Background: an optimization exercise with open tools, aiming at small area and a short achievable clock period. Do not read the settings as production practice. Only simulation tests tie the RTL to the original design; equivalence was not proved.

<file path="flow/design.v">
module hw8Pipelined        #(parameter WL = 8)
  (input signed [WL-1:0] in1,
   input signed [WL-1:0] in2,
   input signed [WL-1:0] in3,
   input signed [WL-1:0] c1,
   input signed [WL-1:0] c2,
   input signed [WL-1:0] c3,
   input CLK,
   output reg [(WL*2)+1:0] q);
  reg [51:0] r;
  wire p1_0_0 = ~(in1[0] & c1[0]);
  wire p1_0_1 = ~(in1[0] & c1[1]);
  wire p1_0_2 = ~(in1[0] & c1[2]);
  wire p1_0_3 = ~(in1[0] & c1[3]);
  wire p1_0_4 = ~(in1[0] & c1[4]);
  wire p1_0_5 = ~(in1[0] & c1[5]);
  wire p1_0_6 = ~(in1[0] & c1[6]);
  wire p1_0_7 = in1[0] & c1[7];
  wire p1_1_0 = ~(in1[1] & c1[0]);
  wire p1_1_1 = ~(in1[1] & c1[1]);
  wire p1_1_2 = ~(in1[1] & c1[2]);
  wire p1_1_3 = ~(in1[1] & c1[3]);
  wire p1_1_4 = ~(in1[1] & c1[4]);
  wire p1_1_5 = ~(in1[1] & c1[5]);
  wire p1_1_6 = ~(in1[1] & c1[6]);
  wire p1_1_7 = in1[1] & c1[7];
  wire p1_2_0 = ~(in1[2] & c1[0]);
  wire p1_2_1 = ~(in1[2] & c1[1]);
  wire p1_2_2 = ~(in1[2] & c1[2]);
  wire p1_2_3 = ~(in1[2] & c1[3]);
  wire p1_2_4 = ~(in1[2] & c1[4]);
  wire p1_2_5 = ~(in1[2] & c1[5]);
  wire p1_2_6 = ~(in1[2] & c1[6]);
  wire p1_2_7 = in1[2] & c1[7];
  wire p1_3_0 = ~(in1[3] & c1[0]);
  wire p1_3_1 = ~(in1[3] & c1[1]);
  wire p1_3_2 = ~(in1[3] & c1[2]);
  wire p1_3_3 = ~(in1[3] & c1[3]);
  wire p1_3_4 = ~(in1[3] & c1[4]);
  wire p1_3_5 = ~(in1[3] & c1[5]);
  wire p1_3_6 = ~(in1[3] & c1[6]);
  wire p1_3_7 = in1[3] & c1[7];
  wire p1_4_0 = ~(in1[4] & c1[0]);
  wire p1_4_1 = ~(in1[4] & c1[1]);
  wire p1_4_2 = ~(in1[4] & c1[2]);
  wire p1_4_3 = ~(in1[4] & c1[3]);
  wire p1_4_4 = ~(in1[4] & c1[4]);
  wire p1_4_5 = ~(in1[4] & c1[5]);
  wire p1_4_6 = ~(in1[4] & c1[6]);
  wire p1_4_7 = in1[4] & c1[7];
  wire p1_5_0 = ~(in1[5] & c1[0]);
  wire p1_5_1 = ~(in1[5] & c1[1]);
  wire p1_5_2 = ~(in1[5] & c1[2]);
  wire p1_5_3 = ~(in1[5] & c1[3]);
  wire p1_5_4 = ~(in1[5] & c1[4]);
  wire p1_5_5 = ~(in1[5] & c1[5]);
  wire p1_5_6 = ~(in1[5] & c1[6]);
  wire p1_5_7 = in1[5] & c1[7];
  wire p1_6_0 = ~(in1[6] & c1[0]);
  wire p1_6_1 = ~(in1[6] & c1[1]);
  wire p1_6_2 = ~(in1[6] & c1[2]);
  wire p1_6_3 = ~(in1[6] & c1[3]);
  wire p1_6_4 = ~(in1[6] & c1[4]);
  wire p1_6_5 = ~(in1[6] & c1[5]);
  wire p1_6_6 = ~(in1[6] & c1[6]);
  wire p1_6_7 = in1[6] & c1[7];
  wire p1_7_0 = in1[7] & c1[0];
  wire p1_7_1 = in1[7] & c1[1];
  wire p1_7_2 = in1[7] & c1[2];
  wire p1_7_3 = in1[7] & c1[3];
  wire p1_7_4 = in1[7] & c1[4];
  wire p1_7_5 = in1[7] & c1[5];
  wire p1_7_6 = in1[7] & c1[6];
  wire p1_7_7 = ~(in1[7] & c1[7]);
  wire p2_0_0 = ~(in2[0] & c2[0]);
  wire p2_0_1 = ~(in2[0] & c2[1]);
  wire p2_0_2 = ~(in2[0] & c2[2]);
  wire p2_0_3 = ~(in2[0] & c2[3]);
  wire p2_0_4 = ~(in2[0] & c2[4]);
  wire p2_0_5 = ~(in2[0] & c2[5]);
  wire p2_0_6 = ~(in2[0] & c2[6]);
  wire p2_0_7 = in2[0] & c2[7];
  wire p2_1_0 = ~(in2[1] & c2[0]);
  wire p2_1_1 = ~(in2[1] & c2[1]);
  wire p2_1_2 = ~(in2[1] & c2[2]);
  wire p2_1_3 = ~(in2[1] & c2[3]);
  wire p2_1_4 = ~(in2[1] & c2[4]);
  wire p2_1_5 = ~(in2[1] & c2[5]);
  wire p2_1_6 = ~(in2[1] & c2[6]);
  wire p2_1_7 = in2[1] & c2[7];
  wire p2_2_0 = ~(in2[2] & c2[0]);
  wire p2_2_1 = ~(in2[2] & c2[1]);
  wire p2_2_2 = ~(in2[2] & c2[2]);
  wire p2_2_3 = ~(in2[2] & c2[3]);
  wire p2_2_4 = ~(in2[2] & c2[4]);
  wire p2_2_5 = ~(in2[2] & c2[5]);
  wire p2_2_6 = ~(in2[2] & c2[6]);
  wire p2_2_7 = in2[2] & c2[7];
  wire p2_3_0 = ~(in2[3] & c2[0]);
  wire p2_3_1 = ~(in2[3] & c2[1]);
  wire p2_3_2 = ~(in2[3] & c2[2]);
  wire p2_3_3 = ~(in2[3] & c2[3]);
  wire p2_3_4 = ~(in2[3] & c2[4]);
  wire p2_3_5 = ~(in2[3] & c2[5]);
  wire p2_3_6 = ~(in2[3] & c2[6]);
  wire p2_3_7 = in2[3] & c2[7];
  wire p2_4_0 = ~(in2[4] & c2[0]);
  wire p2_4_1 = ~(in2[4] & c2[1]);
  wire p2_4_2 = ~(in2[4] & c2[2]);
  wire p2_4_3 = ~(in2[4] & c2[3]);
  wire p2_4_4 = ~(in2[4] & c2[4]);
  wire p2_4_5 = ~(in2[4] & c2[5]);
  wire p2_4_6 = ~(in2[4] & c2[6]);
  wire p2_4_7 = in2[4] & c2[7];
  wire p2_5_0 = ~(in2[5] & c2[0]);
  wire p2_5_1 = ~(in2[5] & c2[1]);
  wire p2_5_2 = ~(in2[5] & c2[2]);
  wire p2_5_3 = ~(in2[5] & c2[3]);
  wire p2_5_4 = ~(in2[5] & c2[4]);
  wire p2_5_5 = ~(in2[5] & c2[5]);
  wire p2_5_6 = ~(in2[5] & c2[6]);
  wire p2_5_7 = in2[5] & c2[7];
  wire p2_6_0 = ~(in2[6] & c2[0]);
  wire p2_6_1 = ~(in2[6] & c2[1]);
  wire p2_6_2 = ~(in2[6] & c2[2]);
  wire p2_6_3 = ~(in2[6] & c2[3]);
  wire p2_6_4 = ~(in2[6] & c2[4]);
  wire p2_6_5 = ~(in2[6] & c2[5]);
  wire p2_6_6 = ~(in2[6] & c2[6]);
  wire p2_6_7 = in2[6] & c2[7];
  wire p2_7_0 = in2[7] & c2[0];
  wire p2_7_1 = in2[7] & c2[1];
  wire p2_7_2 = in2[7] & c2[2];
  wire p2_7_3 = in2[7] & c2[3];
  wire p2_7_4 = in2[7] & c2[4];
  wire p2_7_5 = in2[7] & c2[5];
  wire p2_7_6 = in2[7] & c2[6];
  wire p2_7_7 = ~(in2[7] & c2[7]);
  wire p3_0_0 = ~(in3[0] & c3[0]);
  wire p3_0_1 = ~(in3[0] & c3[1]);
  wire p3_0_2 = ~(in3[0] & c3[2]);
  wire p3_0_3 = ~(in3[0] & c3[3]);
  wire p3_0_4 = ~(in3[0] & c3[4]);
  wire p3_0_5 = ~(in3[0] & c3[5]);
  wire p3_0_6 = ~(in3[0] & c3[6]);
  wire p3_0_7 = in3[0] & c3[7];
  wire p3_1_0 = ~(in3[1] & c3[0]);
  wire p3_1_1 = ~(in3[1] & c3[1]);
  wire p3_1_2 = ~(in3[1] & c3[2]);
  wire p3_1_3 = ~(in3[1] & c3[3]);
  wire p3_1_4 = ~(in3[1] & c3[4]);
  wire p3_1_5 = ~(in3[1] & c3[5]);
  wire p3_1_6 = ~(in3[1] & c3[6]);
  wire p3_1_7 = in3[1] & c3[7];
  wire p3_2_0 = ~(in3[2] & c3[0]);
  wire p3_2_1 = ~(in3[2] & c3[1]);
  wire p3_2_2 = ~(in3[2] & c3[2]);
  wire p3_2_3 = ~(in3[2] & c3[3]);
  wire p3_2_4 = ~(in3[2] & c3[4]);
  wire p3_2_5 = ~(in3[2] & c3[5]);
  wire p3_2_6 = ~(in3[2] & c3[6]);
  wire p3_2_7 = in3[2] & c3[7];
  wire p3_3_0 = ~(in3[3] & c3[0]);
  wire p3_3_1 = ~(in3[3] & c3[1]);
  wire p3_3_2 = ~(in3[3] & c3[2]);
  wire p3_3_3 = ~(in3[3] & c3[3]);
  wire p3_3_4 = ~(in3[3] & c3[4]);
  wire p3_3_5 = ~(in3[3] & c3[5]);
  wire p3_3_6 = ~(in3[3] & c3[6]);
  wire p3_3_7 = in3[3] & c3[7];
  wire p3_4_0 = ~(in3[4] & c3[0]);
  wire p3_4_1 = ~(in3[4] & c3[1]);
  wire p3_4_2 = ~(in3[4] & c3[2]);
  wire p3_4_3 = ~(in3[4] & c3[3]);
  wire p3_4_4 = ~(in3[4] & c3[4]);
  wire p3_4_5 = ~(in3[4] & c3[5]);
  wire p3_4_6 = ~(in3[4] & c3[6]);
  wire p3_4_7 = in3[4] & c3[7];
  wire p3_5_0 = ~(in3[5] & c3[0]);
  wire p3_5_1 = ~(in3[5] & c3[1]);
  wire p3_5_2 = ~(in3[5] & c3[2]);
  wire p3_5_3 = ~(in3[5] & c3[3]);
  wire p3_5_4 = ~(in3[5] & c3[4]);
  wire p3_5_5 = ~(in3[5] & c3[5]);
  wire p3_5_6 = ~(in3[5] & c3[6]);
  wire p3_5_7 = in3[5] & c3[7];
  wire p3_6_0 = ~(in3[6] & c3[0]);
  wire p3_6_1 = ~(in3[6] & c3[1]);
  wire p3_6_2 = ~(in3[6] & c3[2]);
  wire p3_6_3 = ~(in3[6] & c3[3]);
  wire p3_6_4 = ~(in3[6] & c3[4]);
  wire p3_6_5 = ~(in3[6] & c3[5]);
  wire p3_6_6 = ~(in3[6] & c3[6]);
  wire p3_6_7 = in3[6] & c3[7];
  wire p3_7_0 = in3[7] & c3[0];
  wire p3_7_1 = in3[7] & c3[1];
  wire p3_7_2 = in3[7] & c3[2];
  wire p3_7_3 = in3[7] & c3[3];
  wire p3_7_4 = in3[7] & c3[4];
  wire p3_7_5 = in3[7] & c3[5];
  wire p3_7_6 = in3[7] & c3[6];
  wire p3_7_7 = ~(in3[7] & c3[7]);
  wire s1, k2;
  fa_cell u2 (.a(p1_0_0), .b(p2_0_0), .c(p3_0_0), .s(s1), .co(k2));
  wire s3, k4;
  fa_cell u4 (.a(p1_0_1), .b(p1_1_0), .c(p2_0_1), .s(s3), .co(k4));
  wire s5, k6;
  fa_cell u6 (.a(p2_1_0), .b(p3_0_1), .c(p3_1_0), .s(s5), .co(k6));
  wire s7, k8;
  fa_cell u8 (.a(k2), .b(s3), .c(s5), .s(s7), .co(k8));
  wire s9, k10;
  fa_cell u10 (.a(p1_0_2), .b(p1_1_1), .c(p1_2_0), .s(s9), .co(k10));
  wire s11, k12;
  fa_cell u12 (.a(p2_0_2), .b(p2_1_1), .c(p2_2_0), .s(s11), .co(k12));
  wire s13, k14;
  fa_cell u14 (.a(p3_0_2), .b(p3_1_1), .c(p3_2_0), .s(s13), .co(k14));
  wire s15, k16;
  fa_cell u16 (.a(k4), .b(k6), .c(s11), .s(s15), .co(k16));
  wire s17, k18;
  fa_cell u18 (.a(s13), .b(s9), .c(k8), .s(s17), .co(k18));
  wire s19, k20;
  fa_cell u20 (.a(p1_0_3), .b(p1_1_2), .c(p1_2_1), .s(s19), .co(k20));
  wire s21, k22;
  fa_cell u22 (.a(p1_3_0), .b(p2_0_3), .c(p2_1_2), .s(s21), .co(k22));
  wire s23, k24;
  fa_cell u24 (.a(p2_2_1), .b(p2_3_0), .c(p3_0_3), .s(s23), .co(k24));
  wire s25, k26;
  fa_cell u26 (.a(p3_1_2), .b(p3_2_1), .c(p3_3_0), .s(s25), .co(k26));
  wire s27, k28;
  fa_cell u28 (.a(k10), .b(k12), .c(k14), .s(s27), .co(k28));
  wire s29, k30;
  fa_cell u30 (.a(s19), .b(s21), .c(s23), .s(s29), .co(k30));
  wire s31, k32;
  fa_cell u32 (.a(s25), .b(k16), .c(s27), .s(s31), .co(k32));
  wire s33, k34;
  fa_cell u34 (.a(s29), .b(k18), .c(s31), .s(s33), .co(k34));
  wire s35, k36;
  fa_cell u36 (.a(p1_0_4), .b(p1_1_3), .c(p1_2_2), .s(s35), .co(k36));
  wire s37, k38;
  fa_cell u38 (.a(p1_3_1), .b(p1_4_0), .c(p2_0_4), .s(s37), .co(k38));
  wire s39, k40;
  fa_cell u40 (.a(p2_1_3), .b(p2_2_2), .c(p2_3_1), .s(s39), .co(k40));
  wire s41, k42;
  fa_cell u42 (.a(p2_4_0), .b(p3_0_4), .c(p3_1_3), .s(s41), .co(k42));
  wire s43, k44;
  fa_cell u44 (.a(p3_2_2), .b(p3_3_1), .c(p3_4_0), .s(s43), .co(k44));
  wire s45, k46;
  fa_cell u46 (.a(k20), .b(k22), .c(k24), .s(s45), .co(k46));
  wire s47, k48;
  fa_cell u48 (.a(k26), .b(s35), .c(s37), .s(s47), .co(k48));
  wire s49, k50;
  fa_cell u50 (.a(s39), .b(s41), .c(s43), .s(s49), .co(k50));
  wire s51, k52;
  fa_cell u52 (.a(k28), .b(k30), .c(s45), .s(s51), .co(k52));
  wire s53, k54;
  fa_cell u54 (.a(s47), .b(s49), .c(k32), .s(s53), .co(k54));
  wire s55, k56;
  fa_cell u56 (.a(p1_0_5), .b(p1_1_4), .c(p1_2_3), .s(s55), .co(k56));
  wire s57, k58;
  fa_cell u58 (.a(p1_3_2), .b(p1_4_1), .c(p1_5_0), .s(s57), .co(k58));
  wire s59, k60;
  fa_cell u60 (.a(p2_0_5), .b(p2_1_4), .c(p2_2_3), .s(s59), .co(k60));
  wire s61, k62;
  fa_cell u62 (.a(p2_3_2), .b(p2_4_1), .c(p2_5_0), .s(s61), .co(k62));
  wire s63, k64;
  fa_cell u64 (.a(p3_0_5), .b(p3_1_4), .c(p3_2_3), .s(s63), .co(k64));
  wire s65, k66;
  fa_cell u66 (.a(p3_3_2), .b(p3_4_1), .c(p3_5_0), .s(s65), .co(k66));
  wire s67, k68;
  fa_cell u68 (.a(k36), .b(k38), .c(k40), .s(s67), .co(k68));
  wire s69, k70;
  fa_cell u70 (.a(k42), .b(k44), .c(s55), .s(s69), .co(k70));
  wire s71, k72;
  fa_cell u72 (.a(s57), .b(s59), .c(s61), .s(s71), .co(k72));
  wire s73, k74;
  fa_cell u74 (.a(s63), .b(s65), .c(k46), .s(s73), .co(k74));
  wire s75, k76;
  fa_cell u76 (.a(k48), .b(k50), .c(s67), .s(s75), .co(k76));
  wire s77, k78;
  fa_cell u78 (.a(s69), .b(s71), .c(k52), .s(s77), .co(k78));
  wire s79, k80;
  fa_cell u80 (.a(p1_0_6), .b(p1_1_5), .c(p1_2_4), .s(s79), .co(k80));
  wire s81, k82;
  fa_cell u82 (.a(p1_3_3), .b(p1_4_2), .c(p1_5_1), .s(s81), .co(k82));
  wire s83, k84;
  fa_cell u84 (.a(p1_6_0), .b(p2_0_6), .c(p2_1_5), .s(s83), .co(k84));
  wire s85, k86;
  fa_cell u86 (.a(p2_2_4), .b(p2_3_3), .c(p2_4_2), .s(s85), .co(k86));
  wire s87, k88;
  fa_cell u88 (.a(p2_5_1), .b(p2_6_0), .c(p3_0_6), .s(s87), .co(k88));
  wire s89, k90;
  fa_cell u90 (.a(p3_1_5), .b(p3_2_4), .c(p3_3_3), .s(s89), .co(k90));
  wire s91, k92;
  fa_cell u92 (.a(p3_4_2), .b(p3_5_1), .c(p3_6_0), .s(s91), .co(k92));
  wire s93, k94;
  fa_cell u94 (.a(k56), .b(k58), .c(k60), .s(s93), .co(k94));
  wire s95, k96;
  fa_cell u96 (.a(k62), .b(k64), .c(k66), .s(s95), .co(k96));
  wire s97, k98;
  fa_cell u98 (.a(s79), .b(s81), .c(s83), .s(s97), .co(k98));
  wire s99, k100;
  fa_cell u100 (.a(s85), .b(s87), .c(s89), .s(s99), .co(k100));
  wire s101, k102;
  fa_cell u102 (.a(s91), .b(k68), .c(k70), .s(s101), .co(k102));
  wire s103, k104;
  fa_cell u104 (.a(k72), .b(s93), .c(s95), .s(s103), .co(k104));
  wire s105, k106;
  fa_cell u106 (.a(s97), .b(s99), .c(k74), .s(s105), .co(k106));
  wire s107, k108;
  fa_cell u108 (.a(k76), .b(s101), .c(s103), .s(s107), .co(k108));
  wire s109, k110;
  fa_cell u110 (.a(p1_0_7), .b(p1_1_6), .c(p1_2_5), .s(s109), .co(k110));
  wire s111, k112;
  fa_cell u112 (.a(p1_3_4), .b(p1_4_3), .c(p1_5_2), .s(s111), .co(k112));
  wire s113, k114;
  fa_cell u114 (.a(p1_6_1), .b(p1_7_0), .c(p2_0_7), .s(s113), .co(k114));
  wire s115, k116;
  fa_cell u116 (.a(p2_1_6), .b(p2_2_5), .c(p2_3_4), .s(s115), .co(k116));
  wire s117, k118;
  fa_cell u118 (.a(p2_4_3), .b(p2_5_2), .c(p2_6_1), .s(s117), .co(k118));
  wire s119, k120;
  fa_cell u120 (.a(p2_7_0), .b(p3_0_7), .c(p3_1_6), .s(s119), .co(k120));
  wire s121, k122;
  fa_cell u122 (.a(p3_2_5), .b(p3_3_4), .c(p3_4_3), .s(s121), .co(k122));
  wire s123, k124;
  fa_cell u124 (.a(p3_5_2), .b(p3_6_1), .c(p3_7_0), .s(s123), .co(k124));
  wire s125, k126;
  fa_cell u126 (.a(k80), .b(k82), .c(k84), .s(s125), .co(k126));
  wire s127, k128;
  fa_cell u128 (.a(k86), .b(k88), .c(k90), .s(s127), .co(k128));
  wire s129, k130;
  fa_cell u130 (.a(k92), .b(s109), .c(s111), .s(s129), .co(k130));
  wire s131, k132;
  fa_cell u132 (.a(s113), .b(s115), .c(s117), .s(s131), .co(k132));
  wire s133, k134;
  fa_cell u134 (.a(s119), .b(s121), .c(s123), .s(s133), .co(k134));
  wire s135, k136;
  fa_cell u136 (.a(k100), .b(k94), .c(k96), .s(s135), .co(k136));
  wire s137, k138;
  fa_cell u138 (.a(k98), .b(s125), .c(s127), .s(s137), .co(k138));
  wire s139, k140;
  fa_cell u140 (.a(s129), .b(s131), .c(s133), .s(s139), .co(k140));
  wire s141, k142;
  fa_cell u142 (.a(k102), .b(k104), .c(s135), .s(s141), .co(k142));
  wire s143, k144;
  fa_cell u144 (.a(1'b0), .b(p1_1_7), .c(p1_2_6), .s(s143), .co(k144));
  wire s145, k146;
  fa_cell u146 (.a(p1_3_5), .b(p1_4_4), .c(p1_5_3), .s(s145), .co(k146));
  wire s147, k148;
  fa_cell u148 (.a(p1_6_2), .b(p1_7_1), .c(p2_1_7), .s(s147), .co(k148));
  wire s149, k150;
  fa_cell u150 (.a(p2_2_6), .b(p2_3_5), .c(p2_4_4), .s(s149), .co(k150));
  wire s151, k152;
  fa_cell u152 (.a(p2_5_3), .b(p2_6_2), .c(p2_7_1), .s(s151), .co(k152));
  wire s153, k154;
  fa_cell u154 (.a(p3_1_7), .b(p3_2_6), .c(p3_3_5), .s(s153), .co(k154));
  wire s155, k156;
  fa_cell u156 (.a(p3_4_4), .b(p3_5_3), .c(p3_6_2), .s(s155), .co(k156));
  wire s157, k158;
  fa_cell u158 (.a(p3_7_1), .b(k110), .c(k112), .s(s157), .co(k158));
  wire s159, k160;
  fa_cell u160 (.a(k114), .b(k116), .c(k118), .s(s159), .co(k160));
  wire s161, k162;
  fa_cell u162 (.a(k120), .b(k122), .c(k124), .s(s161), .co(k162));
  wire s163, k164;
  fa_cell u164 (.a(s143), .b(s145), .c(s147), .s(s163), .co(k164));
  wire s165, k166;
  fa_cell u166 (.a(s149), .b(s151), .c(s153), .s(s165), .co(k166));
  wire s167, k168;
  fa_cell u168 (.a(s155), .b(k126), .c(k128), .s(s167), .co(k168));
  wire s169, k170;
  fa_cell u170 (.a(k130), .b(k132), .c(k134), .s(s169), .co(k170));
  wire s171, k172;
  fa_cell u172 (.a(s157), .b(s159), .c(s161), .s(s171), .co(k172));
  wire s173, k174;
  fa_cell u174 (.a(s163), .b(s165), .c(k136), .s(s173), .co(k174));
  wire s175, k176;
  fa_cell u176 (.a(k138), .b(k140), .c(s167), .s(s175), .co(k176));
  wire s177, k178;
  fa_cell u178 (.a(1'b0), .b(p1_2_7), .c(p1_3_6), .s(s177), .co(k178));
  wire s179, k180;
  fa_cell u180 (.a(p1_4_5), .b(p1_5_4), .c(p1_6_3), .s(s179), .co(k180));
  wire s181, k182;
  fa_cell u182 (.a(p1_7_2), .b(p2_2_7), .c(p2_3_6), .s(s181), .co(k182));
  wire s183, k184;
  fa_cell u184 (.a(p2_4_5), .b(p2_5_4), .c(p2_6_3), .s(s183), .co(k184));
  wire s185, k186;
  fa_cell u186 (.a(p2_7_2), .b(p3_2_7), .c(p3_3_6), .s(s185), .co(k186));
  wire s187, k188;
  fa_cell u188 (.a(p3_4_5), .b(p3_5_4), .c(p3_6_3), .s(s187), .co(k188));
  wire s189, k190;
  fa_cell u190 (.a(p3_7_2), .b(k144), .c(k146), .s(s189), .co(k190));
  wire s191, k192;
  fa_cell u192 (.a(k148), .b(k150), .c(k152), .s(s191), .co(k192));
  wire s193, k194;
  fa_cell u194 (.a(k154), .b(k156), .c(s177), .s(s193), .co(k194));
  wire s195, k196;
  fa_cell u196 (.a(s179), .b(s181), .c(s183), .s(s195), .co(k196));
  wire s197, k198;
  fa_cell u198 (.a(s185), .b(s187), .c(k158), .s(s197), .co(k198));
  wire s199, k200;
  fa_cell u200 (.a(k160), .b(k162), .c(k164), .s(s199), .co(k200));
  wire s201, k202;
  fa_cell u202 (.a(k166), .b(s189), .c(s191), .s(s201), .co(k202));
  wire s203, k204;
  fa_cell u204 (.a(s193), .b(s195), .c(k168), .s(s203), .co(k204));
  wire s205, k206;
  fa_cell u206 (.a(k170), .b(k172), .c(s197), .s(s205), .co(k206));
  wire s207, k208;
  fa_cell u208 (.a(p1_3_7), .b(p1_4_6), .c(p1_5_5), .s(s207), .co(k208));
  wire s209, k210;
  fa_cell u210 (.a(p1_6_4), .b(p1_7_3), .c(p2_3_7), .s(s209), .co(k210));
  wire s211, k212;
  fa_cell u212 (.a(p2_4_6), .b(p2_5_5), .c(p2_6_4), .s(s211), .co(k212));
  wire s213, k214;
  fa_cell u214 (.a(p2_7_3), .b(p3_3_7), .c(p3_4_6), .s(s213), .co(k214));
  wire s215, k216;
  fa_cell u216 (.a(p3_5_5), .b(p3_6_4), .c(p3_7_3), .s(s215), .co(k216));
  wire s217, k218;
  fa_cell u218 (.a(k178), .b(k180), .c(k182), .s(s217), .co(k218));
  wire s219, k220;
  fa_cell u220 (.a(k184), .b(k186), .c(k188), .s(s219), .co(k220));
  wire s221, k222;
  fa_cell u222 (.a(s207), .b(s209), .c(s211), .s(s221), .co(k222));
  wire s223, k224;
  fa_cell u224 (.a(s213), .b(s215), .c(k190), .s(s223), .co(k224));
  wire s225, k226;
  fa_cell u226 (.a(k192), .b(k194), .c(k196), .s(s225), .co(k226));
  wire s227, k228;
  fa_cell u228 (.a(s217), .b(s219), .c(s221), .s(s227), .co(k228));
  wire s229, k230;
  fa_cell u230 (.a(k198), .b(k200), .c(k202), .s(s229), .co(k230));
  wire s231, k232;
  fa_cell u232 (.a(s223), .b(s225), .c(s227), .s(s231), .co(k232));
  wire s233, k234;
  fa_cell u234 (.a(p1_4_7), .b(p1_5_6), .c(p1_6_5), .s(s233), .co(k234));
  wire s235, k236;
  fa_cell u236 (.a(p1_7_4), .b(p2_4_7), .c(p2_5_6), .s(s235), .co(k236));
  wire s237, k238;
  fa_cell u238 (.a(p2_6_5), .b(p2_7_4), .c(p3_4_7), .s(s237), .co(k238));
  wire s239, k240;
  fa_cell u240 (.a(p3_5_6), .b(p3_6_5), .c(p3_7_4), .s(s239), .co(k240));
  wire s241, k242;
  fa_cell u242 (.a(k208), .b(k210), .c(k212), .s(s241), .co(k242));
  wire s243, k244;
  fa_cell u244 (.a(k214), .b(k216), .c(s233), .s(s243), .co(k244));
  wire s245, k246;
  fa_cell u246 (.a(s235), .b(s237), .c(s239), .s(s245), .co(k246));
  wire s247, k248;
  fa_cell u248 (.a(k218), .b(k220), .c(k222), .s(s247), .co(k248));
  wire s249, k250;
  fa_cell u250 (.a(s241), .b(s243), .c(s245), .s(s249), .co(k250));
  wire s251, k252;
  fa_cell u252 (.a(k224), .b(k226), .c(k228), .s(s251), .co(k252));
  wire s253, k254;
  fa_cell u254 (.a(p1_5_7), .b(p1_6_6), .c(p1_7_5), .s(s253), .co(k254));
  wire s255, k256;
  fa_cell u256 (.a(p2_5_7), .b(p2_6_6), .c(p2_7_5), .s(s255), .co(k256));
  wire s257, k258;
  fa_cell u258 (.a(p3_5_7), .b(p3_6_6), .c(p3_7_5), .s(s257), .co(k258));
  wire s259, k260;
  fa_cell u260 (.a(k234), .b(k236), .c(k238), .s(s259), .co(k260));
  wire s261, k262;
  fa_cell u262 (.a(k240), .b(s253), .c(s255), .s(s261), .co(k262));
  wire s263, k264;
  fa_cell u264 (.a(s257), .b(k242), .c(k244), .s(s263), .co(k264));
  wire s265, k266;
  fa_cell u266 (.a(k246), .b(s259), .c(s261), .s(s265), .co(k266));
  wire s267, k268;
  fa_cell u268 (.a(k248), .b(k250), .c(s263), .s(s267), .co(k268));
  wire s269, k270;
  fa_cell u270 (.a(p1_6_7), .b(p1_7_6), .c(p2_6_7), .s(s269), .co(k270));
  wire s271, k272;
  fa_cell u272 (.a(p2_7_6), .b(p3_6_7), .c(p3_7_6), .s(s271), .co(k272));
  wire s273, k274;
  fa_cell u274 (.a(k254), .b(k256), .c(k258), .s(s273), .co(k274));
  wire s275, k276;
  fa_cell u276 (.a(s269), .b(s271), .c(k260), .s(s275), .co(k276));
  wire s277, k278;
  fa_cell u278 (.a(k262), .b(s273), .c(k264), .s(s277), .co(k278));
  wire s279, k280;
  fa_cell u280 (.a(p1_7_7), .b(p2_7_7), .c(p3_7_7), .s(s279), .co(k280));
  wire s281, k282;
  fa_cell u282 (.a(k270), .b(k272), .c(s279), .s(s281), .co(k282));
  wire s283, k284;
  fa_cell u284 (.a(k274), .b(s281), .c(k276), .s(s283), .co(k284));
  wire s285, k286;
  fa_cell u286 (.a(1'b0), .b(k280), .c(k282), .s(s285), .co(k286));
  wire s287, k288;
  xnor_cell xs287 (.a(s15), .b(s17), .y(s287));
  or_cell ok288 (.a(s15), .b(s17), .y(k288));
  wire s289, k290;
  xnor_cell xs289 (.a(r[15]), .b(r[16]), .y(s289));
  or_cell ok290 (.a(r[15]), .b(r[16]), .y(k290));
  wire s291, k292;
  fa_cell u292 (.a(r[20]), .b(r[21]), .c(r[22]), .s(s291), .co(k292));
  wire s293, k294;
  fa_cell u294 (.a(r[25]), .b(r[26]), .c(r[27]), .s(s293), .co(k294));
  wire s295, k296;
  xnor_cell xs295 (.a(r[28]), .b(r[29]), .y(s295));
  or_cell ok296 (.a(r[28]), .b(r[29]), .y(k296));
  wire s297, k298;
  fa_cell u298 (.a(r[31]), .b(r[32]), .c(r[33]), .s(s297), .co(k298));
  wire s299, k300;
  fa_cell u300 (.a(r[35]), .b(r[36]), .c(r[37]), .s(s299), .co(k300));
  wire s301, k302;
  xnor_cell xs301 (.a(r[10]), .b(r[11]), .y(s301));
  or_cell ok302 (.a(r[10]), .b(r[11]), .y(k302));
  wire s303, k304;
  xnor_cell xs303 (.a(r[12]), .b(r[13]), .y(s303));
  or_cell ok304 (.a(r[12]), .b(r[13]), .y(k304));
  wire s305, k306;
  fa_cell u306 (.a(r[17]), .b(r[18]), .c(r[19]), .s(s305), .co(k306));
  wire s307, k308;
  fa_cell u308 (.a(r[23]), .b(r[24]), .c(k290), .s(s307), .co(k308));
  wire s309, k310;
  fa_cell u310 (.a(r[30]), .b(s295), .c(k292), .s(s309), .co(k310));
  wire s311, k312;
  fa_cell u312 (.a(r[34]), .b(k296), .c(k294), .s(s311), .co(k312));
  wire s313, k314;
  fa_cell u314 (.a(r[38]), .b(r[39]), .c(k298), .s(s313), .co(k314));
  wire s315, k316;
  fa_cell u316 (.a(r[40]), .b(r[41]), .c(r[42]), .s(s315), .co(k316));
  wire s317, k318;
  fa_cell u318 (.a(r[43]), .b(r[44]), .c(r[45]), .s(s317), .co(k318));
  wire s319, k320;
  xnor_cell xs319 (.a(r[5]), .b(r[6]), .y(s319));
  or_cell ok320 (.a(r[5]), .b(r[6]), .y(k320));
  wire s321, k322;
  fa_cell u322 (.a(r[8]), .b(r[9]), .c(s301), .s(s321), .co(k322));
  wire s323, k324;
  fa_cell u324 (.a(r[14]), .b(k302), .c(s303), .s(s323), .co(k324));
  wire s325, k326;
  fa_cell u326 (.a(k304), .b(s289), .c(s305), .s(s325), .co(k326));
  wire s327, k328;
  fa_cell u328 (.a(k306), .b(s291), .c(s307), .s(s327), .co(k328));
  wire s329, k330;
  fa_cell u330 (.a(s293), .b(k308), .c(s309), .s(s329), .co(k330));
  wire s331, k332;
  fa_cell u332 (.a(s297), .b(k310), .c(s311), .s(s331), .co(k332));
  wire s333, k334;
  fa_cell u334 (.a(s299), .b(k312), .c(s313), .s(s333), .co(k334));
  wire s335, k336;
  fa_cell u336 (.a(k300), .b(s315), .c(k314), .s(s335), .co(k336));
  wire s337, k338;
  fa_cell u338 (.a(r[46]), .b(k316), .c(s317), .s(s337), .co(k338));
  wire s339, k340;
  fa_cell u340 (.a(r[47]), .b(r[48]), .c(k318), .s(s339), .co(k340));
  wire s341, k342;
  xnor_cell xs341 (.a(r[49]), .b(r[50]), .y(s341));
  or_cell ok342 (.a(r[49]), .b(r[50]), .y(k342));
  wire [51:0] r_d = {k286, s285, k284, s283, k278, s277, k268, s275, k266, s267, k252, s265, s251, k232, k230, s249, s247, s231, s229, k206, k204, s205, s203, k176, k174, s201, s199, s175, s173, k142, s171, s169, s141, k108, k106, s139, s137, s107, s105, k78, s77, k54, s75, s73, s53, k34, s51, k288, s33, s287, s7, s1};
  wire [17:0] sum_a = {1'b0, r[51], s341, k338, s337, k334, k332, k330, k328, k326, k324, k322, k320, r[7], r[3], r[2], r[1], r[0]};
  wire [17:0] sum_b = {1'b1, k342, k340, s339, k336, s335, s333, s331, s329, s327, s325, s323, s321, s319, r[4], 1'b1, 1'b1, 1'b1};
  always @(posedge CLK) begin
    r <= r_d;
    q <= ~(sum_a + sum_b + 18'd1);
  end
endmodule
module fa_cell (input a, input b, input c, output s, output co);
  assign s = a ^ b ^ c;
  assign co = (a & b) | (a & c) | (b & c);
endmodule
module xnor_cell (input a, input b, output y);
  assign y = ~(a ^ b);
endmodule
module or_cell (input a, input b, output y);
  assign y = a | b;
endmodule
</file>
<file path="flow/run.sh">
#!/bin/bash
# synth_recipe.tcl (not shown) runs the flow's synth.tcl, then flattens the netlist and writes it again
# the make line also repeats each setting of config.mk as NAME=value (left out here)
make -C /OpenROAD-flow-scripts/flow DESIGN_CONFIG=/design/flow/config.mk WORK_HOME=/design/flow/orfs CLKGATE_MAP_FILE= SYNTH_SCRIPT=/design/flow/synth_recipe.tcl finish
</file>
<file path="flow/config.mk">
export PLATFORM = sky130hd
export DESIGN_NAME = hw8Pipelined
export DESIGN_NICKNAME = hw8Pipelined
export VERILOG_FILES = /design/flow/design.v
export SDC_FILE = /design/flow/constraint.sdc
export NUM_CORES = 4
export LEC_CHECK = 0
export CAP_MARGIN = 20
export CORE_MARGIN = 2
export CORE_UTILIZATION = 65
export CTS_BUF_LIST = sky130_fd_sc_hd__clkbuf_4 sky130_fd_sc_hd__clkbuf_8
export SETUP_SLACK_MARGIN = 2.4
export SLEW_MARGIN = 20
export SYNTH_HIERARCHICAL = 1
export SYNTH_MINIMUM_KEEP_SIZE = 0
</file>
<file path="flow/constraint.sdc">
create_clock -name core_clock -period 5.5 [get_ports {CLK}]
set_input_delay 1.1000 -clock core_clock [delete_from_list [all_inputs] [get_ports {CLK}]]
set_output_delay 1.1000 -clock core_clock [all_outputs]
set_load 0.01 [all_outputs]
</file>
==> results of run 1 <==
cell type report:
| type | instances | share of cell area |
|---|---|---|
| Clock inverter | 5 | 0.01076 |
| Tap cell | 133 | 0.02169 |
| Inverter | 16 | 0.007829 |
| Sequential cell | 70 | 0.1830 |
| Multi-Input combinational cell | 452 | 0.6793 |
| Timing Repair Buffer | 74 | 0.07845 |
| Clock buffer | 11 | 0.01892 |
worst max-delay path, delay by kind of cell (launching register included):
| kind | cells | cell delay (ns) |
|---|---|---|
| AND/OR/NAND/NOR | 1 | 0.20 |
| adder cells (fa/ha/maj) | 4 | 1.62 |
| AO/OA/AOI/OAI | 3 | 0.91 |
| flip-flops | 1 | 0.33 |
registers in the layout, indices dropped and copies added, names as in the netlist:
signal,count
q,18
r,52
path summary, 6_finish.rpt:
kind,from,end,slack [ns],cells past startpoint
worst min-delay path,r[2],q[2],0.36,1
worst min register to register,r[2],q[2],0.36,1
worst max-delay path,r[20],q[17],2.33,8
worst max register to register,r[20],q[17],2.33,8
per-stage QoR:
step	hold slack [ns]	worst slack (ns)
after floorplan	0.3379	2.164
after global placement	0.3409	1.515
after detailed placement	0.3420	1.446
after CTS	0.3585	2.269
after global routing	0.3763	2.273
final	0.3573	2.333
per-layer routing:
metal	track usage	vias to the layer above	routed length, um
li1	-	1853	-
met4	0.08300	0	217
met5	0	-	0
met1	0.4371	2231	6309
met3	0.08814	22	1412
met2	0.4950	228	7470
cells in the mapped netlist, drive strengths merged:
| cell type | count | area [um2] |
|---|---|---|
| nand2 | 158 | 593.1 |
| and2 | 42 | 262.8 |
| buf | 1 | 11.26 |
| a221oi | 1 | 8.760 |
| clkbuf | 17 | 63.81 |
| nor2 | 3 | 11.26 |
| inv | 16 | 60.06 |
| nor3 | 3 | 15.01 |
| dfxtp | 70 | 1401 |
| nand2b | 1 | 6.260 |
| nor4 | 1 | 6.260 |
| conb | 1 | 3.750 |
| o21bai | 1 | 7.510 |
| o2111a | 1 | 12.51 |
| or3 | 2 | 12.51 |
| a21o | 1 | 7.510 |
| o211a | 2 | 20.02 |
| xnor2 | 14 | 122.6 |
| fa | 165 | 3303 |
| a311oi | 2 | 17.52 |
| a21oi | 8 | 55.06 |
| a2111oi | 2 | 17.52 |
| or2 | 7 | 43.79 |
| o21a | 1 | 7.510 |
| xor2 | 1 | 8.760 |
| o221ai | 1 | 15.01 |
| nand3 | 3 | 15.01 |
| o21ai | 6 | 30.03 |
| nor2b | 1 | 6.260 |
| a311o | 1 | 10.01 |
| o31ai | 1 | 7.510 |
| ha | 14 | 175.2 |
| a221o | 2 | 20.02 |
| a211oi | 1 | 7.510 |
| and3 | 2 | 13.77 |
| o211ai | 1 | 7.510 |
kinds of logic (layout without fill, tap and decap cells):
logic type	after synthesis	in the layout	share of synthesized area
and+or+nand+nor	223	223	0.1544
DFF	70	70	0.2194
buffers and inverters	34	106	0.02116
adders and majority gates	179	179	0.5446
other	1	3	0.0005871
AOI/OAI and AO/OA	32	32	0.03938
xor gates and xnor gates	15	15	0.02057
Yosys stat by module (local to each module, per instance):
module / times used / cell area (um2) / cells
hw8Pipelined: 1 / 2999 / 376
fa_cell: 164 / 20.02 / 1
xnor_cell: 7 / 8.758 / 1
or_cell: 7 / 6.256 / 1
timing repair:
action	4_1_cts	5_1_grt
endpoints found under the setup margin	48	13
pin swaps	21	22
buffers inserted	4	4
resized for setup	254	87
==> key figures, run 1 <==
Clock tree
  • CTS sink count: 70
  • H-tree depth: 3
  • CTS tree: yes
  • Root buffer cell: clkbuf_8
  • Clock Path Buffers: 2
  • Clk slew on worst S/H paths: 0.08 ns
  • Total CTS buffers: 9
  • Worst skew pair latency: 0.35 ns
  • Hold Buf Count CTS: 0

Synth
  • Avg Synthesized Cell Area: 11.53 um2
  • Sequential area share after synthesis: 0.2194
  • Synthesized cell area: 0.006387 mm2
  • Warnings from Yosys: 7
  • Distinct cells, synth: 40
  • Number of synthesized register bits: 70
  • Cell count after synthesis: 554

Worst setup path
  • Worst setup EP type: flip-flop
  • Crit start category: flip-flop
  • Max FO, Critical Path: 4
  • Slowest stage cell, crit path: fa_1
  • Crit path cell chain: fa_2, fa_1, fa_1, ha_4, and3_4, a311o_2, a221o_1, a21o_1
  • CP required: 5.74 ns
  • Crit path arrival time: 3.40 ns
  • Crit Path Class: reg2reg
  • Crit path top cell by count: fa_1
  • CP max stage delay: 0.56 ns

STA
  • Final Skew: 0.009448 ns
  • F_max: 0.3158 GHz
  • Final setup vio count: 0
  • Final Critical Period: 3.167 ns
  • RSZ-0062 raised after global routing: yes
  • Setup TNS: 0 ns
  • Count of pins over their slew limit: 0
  • Fin crit share: 0.5758
  • Final hold violation count: 0

Routing
  • Post-route ant nets: 0
  • WL/cell: 20.25 um
  • DRT iter0 DRCs: 356
  • Final wirelength: 15.41 mm
  • Drt drc: 0
  • Via count: 4334
  • Via density: 5.695
  • TritonRoute pass-1 iters: 5

Global route
  • Remaining global-route overflow: 0
  • First-pass GRT wire length: 24.00 mm
  • Vias in the first global route: 4739
  • Total GRT Usage: 0.3132
  • Largest net degree at the start of global routing: 13
  • Initial antenna violation count: 0

Floorplanning
  • DIE WIDTH: 103.1 um
  • Top Ports: 67
  • Cell Rows: 36
  • DIE AREA: 0.01064 mm2
  • Die H: 103.1 um
  • Initial Util: 0.6626
  • CORE AREA: 0.009639 mm2

Cells and area
  • Commonest non-fill, non-tap cell in the layout: nand2_1
  • Layout Utilization: 0.7958
  • Fill count: 612
  • Final Net Count: 851
  • Final std cells w/o fill: 761
  • Commonest non-fill, non-tap cells in the layout: 146 x nand2_1, 89 x fa_1, 76 x fa_2, 68 x dfxtp_1, 31 x and2_1
  • P&R area growth vs syn: 20.10%
  • Design Area, Final: 0.007671 mm2
  • Area taken by multi-input logic gates: 0.005211 mm2
  • Register area: 0.001404 mm2
  • Proportion of layout cells with a drive suffix above 1: 0.3010
  • N_diodes: 0

Placed design
  • Port bufs: 66
  • HPWL after DPL: 12.41 mm
  • Placed inst area: 0.007338 mm2
  • Placer Congestion: 0.9779
  • Cells after DPL: 737

Run
  • Max Cap Violations: 0

Run status
  • Status: timing/DRC/antenna clean

Worst hold path
  • HP Class: reg2reg
==> run 2: changes to the inputs <==
--- a/flow/design.v
+++ b/flow/design.v
@@ -552,7 +552,219 @@
   wire [51:0] r_d = {k286, s285, k284, s283, k278, s277, k268, s275, k266, s267, k252, s265, s251, k232, k230, s249, s247, s231, s229, k206, k204, s205, s203, k176, k174, s201, s199, s175, s173, k142, s171, s169, s141, k108, k106, s139, s137, s107, s105, k78, s77, k54, s75, s73, s53, k34, s51, k288, s33, s287, s7, s1};
-  wire [17:0] sum_a = {1'b0, r[51], s341, k338, s337, k334, k332, k330, k328, k326, k324, k322, k320, r[7], r[3], r[2], r[1], r[0]};
-  wire [17:0] sum_b = {1'b1, k342, k340, s339, k336, s335, s333, s331, s329, s327, s325, s323, s321, s319, r[4], 1'b1, 1'b1, 1'b1};
+  wire [17:0] sum_a = {~1'b0, ~r[51], ~s341, ~k338, ~s337, ~k334, ~k332, ~k330, ~k328, ~k326, ~k324, ~k322, ~k320, ~r[7], ~r[3], ~r[2], ~r[1], ~r[0]};
+  wire [17:0] sum_b = {1'b0, ~k342, ~k340, ~s339, ~k336, ~s335, ~s333, ~s331, ~s329, ~s327, ~s325, ~s323, ~s321, ~s319, ~r[4], 1'b0, 1'b0, 1'b0};
+  wire [17:0] q_d;
+  wire y343;
+  nor_cell uy343 (.a(r[3]), .b(r[4]), .y(y343));
+  wire y344;
+  xor_cell uy344 (.a(r[3]), .b(r[4]), .y(y344));
+  wire y345;
+  nor_cell uy345 (.a(r[7]), .b(s319), .y(y345));
+  wire y346;
+  xor_cell uy346 (.a(r[7]), .b(s319), .y(y346));
+  wire y347;
+  nor_cell uy347 (.a(k320), .b(s321), .y(y347));
+  wire y348;
+  xor_cell uy348 (.a(k320), .b(s321), .y(y348));
+  wire y349;
+  nor_cell uy349 (.a(k322), .b(s323), .y(y349));
+  wire y350;
+  xor_cell uy350 (.a(k322), .b(s323), .y(y350));
+  wire y351;
+  nor_cell uy351 (.a(k324), .b(s325), .y(y351));
+  wire y352;
+  xor_cell uy352 (.a(k324), .b(s325), .y(y352));
+  wire y353;
+  nor_cell uy353 (.a(k326), .b(s327), .y(y353));
+  wire y354;
+  xor_cell uy354 (.a(k326), .b(s327), .y(y354));
+  wire y355;
+  nor_cell uy355 (.a(k328), .b(s329), .y(y355));
+  wire y356;
+  xor_cell uy356 (.a(k328), .b(s329), .y(y356));
+  wire y357;
+  nor_cell uy357 (.a(k330), .b(s331), .y(y357));
+  wire y358;
+  xor_cell uy358 (.a(k330), .b(s331), .y(y358));
+  wire y359;
+  nor_cell uy359 (.a(k332), .b(s333), .y(y359));
+  wire y360;
+  xor_cell uy360 (.a(k332), .b(s333), .y(y360));
+  wire y361;
+  nor_cell uy361 (.a(k334), .b(s335), .y(y361));
+  wire y362;
+  xor_cell uy362 (.a(k334), .b(s335), .y(y362));
+  wire y363;
+  nor_cell uy363 (.a(s337), .b(k336), .y(y363));
+  wire y364;
+  xor_cell uy364 (.a(s337), .b(k336), .y(y364));
+  wire y365;
+  nor_cell uy365 (.a(k338), .b(s339), .y(y365));
+  wire y366;
+  xor_cell uy366 (.a(k338), .b(s339), .y(y366));
+  wire y367;
+  nor_cell uy367 (.a(s341), .b(k340), .y(y367));
+  wire y368;
+  xor_cell uy368 (.a(s341), .b(k340), .y(y368));
+  wire y369;
+  nor_cell uy369 (.a(r[51]), .b(k342), .y(y369));
+  wire y370;
+  xor_cell uy370 (.a(r[51]), .b(k342), .y(y370));
+  wire y371;
+  inv_cell uy371 (.a(r[2]), .y(y371));
+  wire y372;
+  nand_cell uy372 (.a(y344), .b(y371), .y(y372));
+  wire y373;
+  aoi21_cell uy373 (.a(y347), .b(y348), .c(y345), .y(y373));
+  wire y374;
+  nand_cell uy374 (.a(y348), .b(y346), .y(y374));
+  wire y375;
+  aoi21_cell uy375 (.a(y351), .b(y352), .c(y349), .y(y375));
+  wire y376;
+  nand_cell uy376 (.a(y352), .b(y350), .y(y376));
+  wire y377;
+  aoi21_cell uy377 (.a(y355), .b(y356), .c(y353), .y(y377));
+  wire y378;
+  nand_cell uy378 (.a(y356), .b(y354), .y(y378));
+  wire y379;
+  aoi21_cell uy379 (.a(y359), .b(y360), .c(y357), .y(y379));
+  wire y380;
+  nand_cell uy380 (.a(y360), .b(y358), .y(y380));
+  wire y381;
+  aoi21_cell uy381 (.a(y363), .b(y364), .c(y361), .y(y381));
+  wire y382;
+  nand_cell uy382 (.a(y364), .b(y362), .y(y382));
+  wire y383;
+  aoi21_cell uy383 (.a(y367), .b(y368), .c(y365), .y(y383));
+  wire y384;
+  nand_cell uy384 (.a(y368), .b(y366), .y(y384));
+  wire y385;
+  inv_cell uy385 (.a(y373), .y(y385));
+  wire y386;
+  aoi21_cell uy386 (.a(y349), .b(y350), .c(y385), .y(y386));
+  wire y387;
+  inv_cell uy387 (.a(y374), .y(y387));
+  wire y388;
+  nand_cell uy388 (.a(y350), .b(y387), .y(y388));
+  wire y389;
+  oai21_cell uy389 (.a(y375), .b(y376), .c(y373), .y(y389));
+  wire y390;
+  nor_cell uy390 (.a(y376), .b(y374), .y(y390));
+  wire y391;
+  inv_cell uy391 (.a(y377), .y(y391));
+  wire y392;
+  aoi21_cell uy392 (.a(y357), .b(y358), .c(y391), .y(y392));
+  wire y393;
+  inv_cell uy393 (.a(y378), .y(y393));
+  wire y394;
+  nand_cell uy394 (.a(y358), .b(y393), .y(y394));
+  wire y395;
+  oai21_cell uy395 (.a(y379), .b(y380), .c(y377), .y(y395));
+  wire y396;
+  nor_cell uy396 (.a(y380), .b(y378), .y(y396));
+  wire y397;
+  inv_cell uy397 (.a(y381), .y(y397));
+  wire y398;
+  aoi21_cell uy398 (.a(y365), .b(y366), .c(y397), .y(y398));
+  wire y399;
+  inv_cell uy399 (.a(y382), .y(y399));
+  wire y400;
+  nand_cell uy400 (.a(y366), .b(y399), .y(y400));
+  wire y401;
+  oai21_cell uy401 (.a(y383), .b(y384), .c(y381), .y(y401));
+  wire y402;
+  nor_cell uy402 (.a(y384), .b(y382), .y(y402));
+  wire y403;
+  aoi21_cell uy403 (.a(y345), .b(y346), .c(y343), .y(y403));
+  wire y404;
+  inv_cell uy404 (.a(y343), .y(y404));
+  wire y405;
+  oai21_cell uy405 (.a(y373), .b(y374), .c(y404), .y(y405));
+  wire y406;
+  inv_cell uy406 (.a(y343), .y(y406));
+  wire y407;
+  oai21_cell uy407 (.a(y386), .b(y388), .c(y406), .y(y407));
+  wire y408;
+  aoi21_cell uy408 (.a(y389), .b(y390), .c(y343), .y(y408));
+  wire y409;
+  aoi21_cell uy409 (.a(y361), .b(y362), .c(y395), .y(y409));
+  wire y410;
+  nand_cell uy410 (.a(y362), .b(y396), .y(y410));
+  wire y411;
+  inv_cell uy411 (.a(y395), .y(y411));
+  wire y412;
+  oai21_cell uy412 (.a(y381), .b(y382), .c(y411), .y(y412));
+  wire y413;
+  inv_cell uy413 (.a(y396), .y(y413));
+  wire y414;
+  nor_cell uy414 (.a(y382), .b(y413), .y(y414));
+  wire y415;
+  inv_cell uy415 (.a(y395), .y(y415));
+  wire y416;
+  oai21_cell uy416 (.a(y398), .b(y400), .c(y415), .y(y416));
+  wire y417;
+  inv_cell uy417 (.a(y396), .y(y417));
+  wire y418;
+  nor_cell uy418 (.a(y400), .b(y417), .y(y418));
+  wire y419;
+  aoi21_cell uy419 (.a(y401), .b(y402), .c(y395), .y(y419));
+  wire y420;
+  nand_cell uy420 (.a(y402), .b(y396), .y(y420));
+  wire y421;
+  inv_cell uy421 (.a(y408), .y(y421));
+  wire y422;
+  aoi21_cell uy422 (.a(y353), .b(y354), .c(y421), .y(y422));
+  wire y423;
+  oai21_cell uy423 (.a(y377), .b(y378), .c(y408), .y(y423));
+  wire y424;
+  oai21_cell uy424 (.a(y392), .b(y394), .c(y408), .y(y424));
+  wire y425;
+  inv_cell uy425 (.a(y408), .y(y425));
+  wire y426;
+  aoi21_cell uy426 (.a(y395), .b(y396), .c(y425), .y(y426));
+  wire y427;
+  oai21_cell uy427 (.a(y409), .b(y410), .c(y408), .y(y427));
+  wire y428;
+  inv_cell uy428 (.a(y408), .y(y428));
+  wire y429;
+  aoi21_cell uy429 (.a(y412), .b(y414), .c(y428), .y(y429));
+  wire y430;
+  inv_cell uy430 (.a(y408), .y(y430));
+  wire y431;
+  aoi21_cell uy431 (.a(y416), .b(y418), .c(y430), .y(y431));
+  wire y432;
+  oai21_cell uy432 (.a(y419), .b(y420), .c(y408), .y(y432));
+  wire y433;
+  aoi21_cell uy433 (.a(y369), .b(y370), .c(y432), .y(y433));
+  wire y434;
+  aoi21_cell uy434 (.a(y369), .b(y370), .c(y432), .y(y434));
+  wire y435;
+  xor_cell uy435 (.a(y346), .b(y343), .y(y435));
+  wire y436;
+  xor_cell uy436 (.a(y348), .b(y403), .y(y436));
+  wire y437;
+  xor_cell uy437 (.a(y350), .b(y405), .y(y437));
+  wire y438;
+  xor_cell uy438 (.a(y352), .b(y407), .y(y438));
+  wire y439;
+  xor_cell uy439 (.a(y354), .b(y408), .y(y439));
+  wire y440;
+  xor_cell uy440 (.a(y356), .b(y422), .y(y440));
+  wire y441;
+  xor_cell uy441 (.a(y358), .b(y423), .y(y441));
+  wire y442;
+  xor_cell uy442 (.a(y360), .b(y424), .y(y442));
+  wire y443;
+  xor_cell uy443 (.a(y362), .b(y426), .y(y443));
+  wire y444;
+  xor_cell uy444 (.a(y364), .b(y427), .y(y444));
+  wire y445;
+  xor_cell uy445 (.a(y366), .b(y429), .y(y445));
+  wire y446;
+  xor_cell uy446 (.a(y368), .b(y431), .y(y446));
+  wire y447;
+  xor_cell uy447 (.a(y370), .b(y432), .y(y447));
+  assign q_d = {y433, y447, ~y446, ~y445, y444, ~y443, y442, y441, ~y440, ~y439, y438, y437, ~y436, y435, y344, ~r[2], ~r[1], ~r[0]};
   always @(posedge CLK) begin
     r <= r_d;
-    q <= ~(sum_a + sum_b + 18'd1);
+    q <= q_d;
   end
@@ -569 +781,19 @@
 endmodule
+module aoi21_cell (input a, input b, input c, output y);
+  assign y = ~(a | (b & c));
+endmodule
+module inv_cell (input a, output y);
+  assign y = ~a;
+endmodule
+module nand_cell (input a, input b, output y);
+  assign y = ~(a & b);
+endmodule
+module nor_cell (input a, input b, output y);
+  assign y = ~(a | b);
+endmodule
+module oai21_cell (input a, input b, input c, output y);
+  assign y = ~(a & (b | c));
+endmodule
+module xor_cell (input a, input b, output y);
+  assign y = a ^ b;
+endmodule
==> flow/flow/run.sh (new file) <==
#!/bin/bash
# Layout flow: the standard layout (standard.sh, unchanged synthesis) with two
# placement/CTS options changed:
#  - the port buffers start as the smallest buffer (buf_1); timing repair upsizes
#    the ones on critical paths as usual;
#  - clock tree synthesis inserts no dummy loads.
# make's full output goes to standard.log in this folder; each ORFS step also keeps
# its own log under orfs/logs/.
set -euo pipefail
export BUFFER_PORTS_ARGS="-buffer_cell sky130_fd_sc_hd__buf_1"
export CTS_ARGS="-sink_clustering_enable -repair_clock_nets -buf_list {sky130_fd_sc_hd__clkbuf_4 sky130_fd_sc_hd__clkbuf_8} -dont_use_dummy_load"
bash standard.sh > standard.log 2>&1
==> flow/standard.sh (new file) <==
#!/bin/bash
# synth_recipe.tcl (not shown) runs the flow's synth.tcl, then flattens the netlist and writes it again
# the make line also repeats each setting of config.mk as NAME=value (left out here)
make -C /OpenROAD-flow-scripts/flow DESIGN_CONFIG=/design/flow/config.mk WORK_HOME=/design/flow/orfs CLKGATE_MAP_FILE= SYNTH_SCRIPT=/design/flow/synth_recipe.tcl "${@:-finish}"
--- a/flow/config.mk
+++ b/flow/config.mk
@@ -11,3 +11,3 @@
 export CTS_BUF_LIST = sky130_fd_sc_hd__clkbuf_4 sky130_fd_sc_hd__clkbuf_8
-export SETUP_SLACK_MARGIN = 2.4
+export SETUP_SLACK_MARGIN = 2.35
 export SLEW_MARGIN = 20
removed: flow/run.sh
==> run 2 against run 1 <==
Core utilization down 4.9 points. Clock skew up 0.016 ns. Wire length down 3.5%. Synthesized area up 0.47%. Non-clock buffer count down 8. Sequential share of layout area up 1.1 points. Via count down 2.6%. Setup slack better by 0.037 ns.
==> key figures, run 2 <==
Routing
  • WL/cell: 19.52 um
  • Via density: 5.541
  • Drt drc: 0
  • Top layer in use: met4
  • Via count: 4222
  • Met2 wire length: 7.205 mm
  • DRT iter0 DRCs: 168
  • M1 WL: 6.276 mm
  • TritonRoute pass-1 iters: 5
  • Post-route ant nets: 0
  • Met3 wire length: 1.156 mm
  • Final wirelength: 14.87 mm

Synth
  • Avg Synthesized Cell Area: 11.24 um2
  • Synth top cells by count: 164 x fa_1, 161 x nand2_1, 70 x dfxtp_1
  • Warnings from Yosys: 7
  • Synth async-reset ratio: 0
  • Top FF cell, synth: dfxtp_1
  • Leading area contributor after synthesis: fa_1
  • Synthesized cell area: 0.006417 mm2
  • Distinct cells, synth: 13
  • Number of flops mapped to enable cells by yosys: 0
  • Most frequent cell after synthesis: fa_1
  • Number of synthesized register bits: 70
  • Sequential area share after synthesis: 0.2184
  • Synth top area cells: fa_1 51%, dfxtp_1 22%, nand2_1 9.4%, and2_1 4.1%, xor2_1 3.7%
  • Yosys top cell area share: 0.5116
  • Cell count after synthesis: 571

Cells and area
  • Commonest non-fill, non-tap cell in the layout: nand2_1
  • Final std cells w/o fill: 762
  • N_diodes: 0
  • Top Registers: r x52, q x18
  • Max reg flops: 52
  • Biggest register: r
  • Commonest non-fill, non-tap cells in the layout: 145 x nand2_1, 118 x fa_1, 70 x dfxtp_1, 46 x fa_2, 31 x and2_1
  • Proportion of layout cells with a drive suffix above 1: 0.2448
  • P&R area growth vs syn: 12.63%
  • Final Net Count: 844

Worst setup path
  • Crit path cell chain: buf_4, and2_4, fa_1, fa_1, fa_1, fa_1
  • CP top delay family: adder cells
  • CP required: 5.73 ns
  • Crit Path Class: in2reg
  • Reg2reg setup slack: 2.50 ns
  • Worst setup EP type: flip-flop
  • CP max stage delay: 0.54 ns
  • Crit start category: input port
  • Slowest stage cell, crit path: fa_1
  • Crit path top cell by count: fa_1
  • Max FO, Critical Path: 8
  • Crit path arrival time: 3.36 ns
  • CP Buf/Inv Count: 1

Global route
  • Total GRT Usage: 0.3121
  • Vias in the first global route: 4521
  • Remaining global-route overflow: 0
  • Initial antenna violation count: 0
  • First-pass GRT wire length: 23.77 mm
  • Largest net degree at the start of global routing: 13

Clock tree
  • Clk slew on worst S/H paths: 0.07 ns
  • CTS sink count: 70
  • Worst skew pair latency: 0.35 ns
  • Total CTS buffers: 9
  • Hold Buf Count CTS: 0
  • Root buffer cell: clkbuf_8
  • H-tree depth: 3
  • Clock Path Buffers: 2
  • CTS tree: yes
  • Post-CTS Setup Bufs: 0

STA
  • Setup TNS: 0 ns
  • Final hold violation count: 0
  • Rel. slew slack: 0.6665
  • Final Skew: 0.02504 ns
  • Fin crit share: 0.5690
  • F_max: 0.3196 GHz
  • Final setup vio count: 0
  • Slew at the pin closest to its max-slew limit: 0.5003 ns
  • RSZ-0062 raised after global routing: no
  • Count of pins over their slew limit: 0
  • Final Critical Period: 3.129 ns

Floorplanning
  • DIE WIDTH: 103.4 um
  • Initial Util: 0.6627
  • Die H: 103.4 um
  • Cell Rows: 36
  • CORE AREA: 0.009684 mm2
  • DIE AREA: 0.01068 mm2
  • Top Ports: 67

Placed design
  • Placer Congestion: 0.9322
  • Port bufs: 66
  • Cells after DPL: 753
  • HPWL after DPL: 12.56 mm

Run status
  • Status: timing/DRC/antenna clean

Worst hold path
  • HP Class: reg2reg

Run
  • Max Cap Violations: 0
-- run 2: cell types whose count changed after synthesis, sizes merged, moves of 5 or more --
cell / previous run / this run
xnor2: 14 / 7
a21oi: 8 / 18
xor2: 1 / 27
clkbuf: 17 / 0
o21ai: 6 / 11
nor2: 3 / 19
buf: 1 / 19
ha: 14 / 0
inv: 16 / 25
-- run 2: final timing paths --
path | to | depth (start not counted) | from
hold / removal | q[2] | 1 | r[2]
setup reg to reg | q[15] | 11 | r[31]
hold reg to reg | q[2] | 1 | r[2]
setup / recovery | r[34] | 6 | c1[7]
-- run 2: per-layer routing --
layer  track usage  vias to the layer above
li1              -                     1818
met1        0.4480                     2179
met2        0.4933                      198
met3       0.07460                       27
met4       0.07389                        0
met5             0                        -
-- run 2: metrics by stage --
stage	setup slack [ns]	instance area [um2]	hold WS (ns)	utilization
finish	2.371	7228	0.3615	0.7464
global route	2.346	7228	0.3929	0.7464
CTS	2.353	7049	0.3659	0.7279
detailed placement	1.778	6852	0.3519	0.7075
global placement	1.814	6852	0.3375	0.7075
floorplan	2.214	6625	0.3379	-
-- run 2: logic make-up after synthesis --
kind of cell               after synthesis  synth area share
and+or+nand+nor                        229            0.1531
xor gates and xnor gates                34           0.04640
AOI/OAI and AO/OA                       29           0.03314
DFF                                     70            0.2184
adders and majority gates              164            0.5116
other                                    1         0.0005843
buffers and inverters                   44           0.03685
-- run 2: repair_timing --
item | CTS | global route
gates resized for setup | 51 | 79
setup endpoints to repair | 31 | 11
pin swaps | 3 | 16
-- run 2: per-module statistics from Yosys (local to each module, per instance), excerpt --
module / flops+latches / copies in the design / cells
oai21_cell: 0 / 11 / 1
inv_cell: 0 / 16 / 1
xor_cell: 0 / 27 / 1
hw8Pipelined: 70 / 1 / 291
nor_cell: 0 / 19 / 1
aoi21_cell: 0 / 18 / 1
fa_cell: 0 / 164 / 1
nand_cell: 0 / 11 / 1
-- run 2: cell type report --
class	count	area, um2
clock buffers	9	123.9
fillers	695	2456
inverters	25	93.84
multi-input cells	459	5024
flip-flops and latches	70	1401
well taps	133	166.4
repair buffers	66	419.2
-- run 2: worst reg2reg max path: stages, from the launching register on --
cell	delay, ns
dfxtp_1	0.32
fa_1	0.44
fa_1	0.46
fa_1	0.58
xor2_2	0.25
nand2_2	0.14
o21ai_4	0.23
inv_1	0.07
o21ai_1	0.17
a21oi_2	0.05
xor2_1	0.14
inv_1	0.05

static timing again, ports no longer ideal:
The flow's constraints put no driver on any port. The routed layouts listed below were extracted and timed again, unchanged, in two steps. Step 1: set_driving_cell puts a clkbuf_16 on CLK and a buf_2 on each other input, an assumption about the parent block. Step 2 moves the port delays by t, midway between the first and last clock arrival at a register: inputs arrive t later, outputs are due t later. That takes back most of the time a late clock gives input paths. Three values: ideal ports, drivers, drivers and shift; two values: the first two.
| run | shift t [ns] | slack for setup (ns) | clock arrival spread, ns | worst data-port slew with drivers (ns) | pins driven straight from the clock port |
|---|---|---|---|---|---|
| run 1 | 0.373 | 2.333 / 2.333 / 1.985 | 0.012 / 0.012 | 0.05 | 1 |
| run 2 | 0.368 | 2.371 / 2.381 / 2.013 | 0.025 / 0.025 | 0.05 | 1 |
After both steps every run listed still meets setup and hold. For run 2, which loses most, drivers alone change the setup slack by +0.010 ns; drivers and shift together by -0.358 ns.
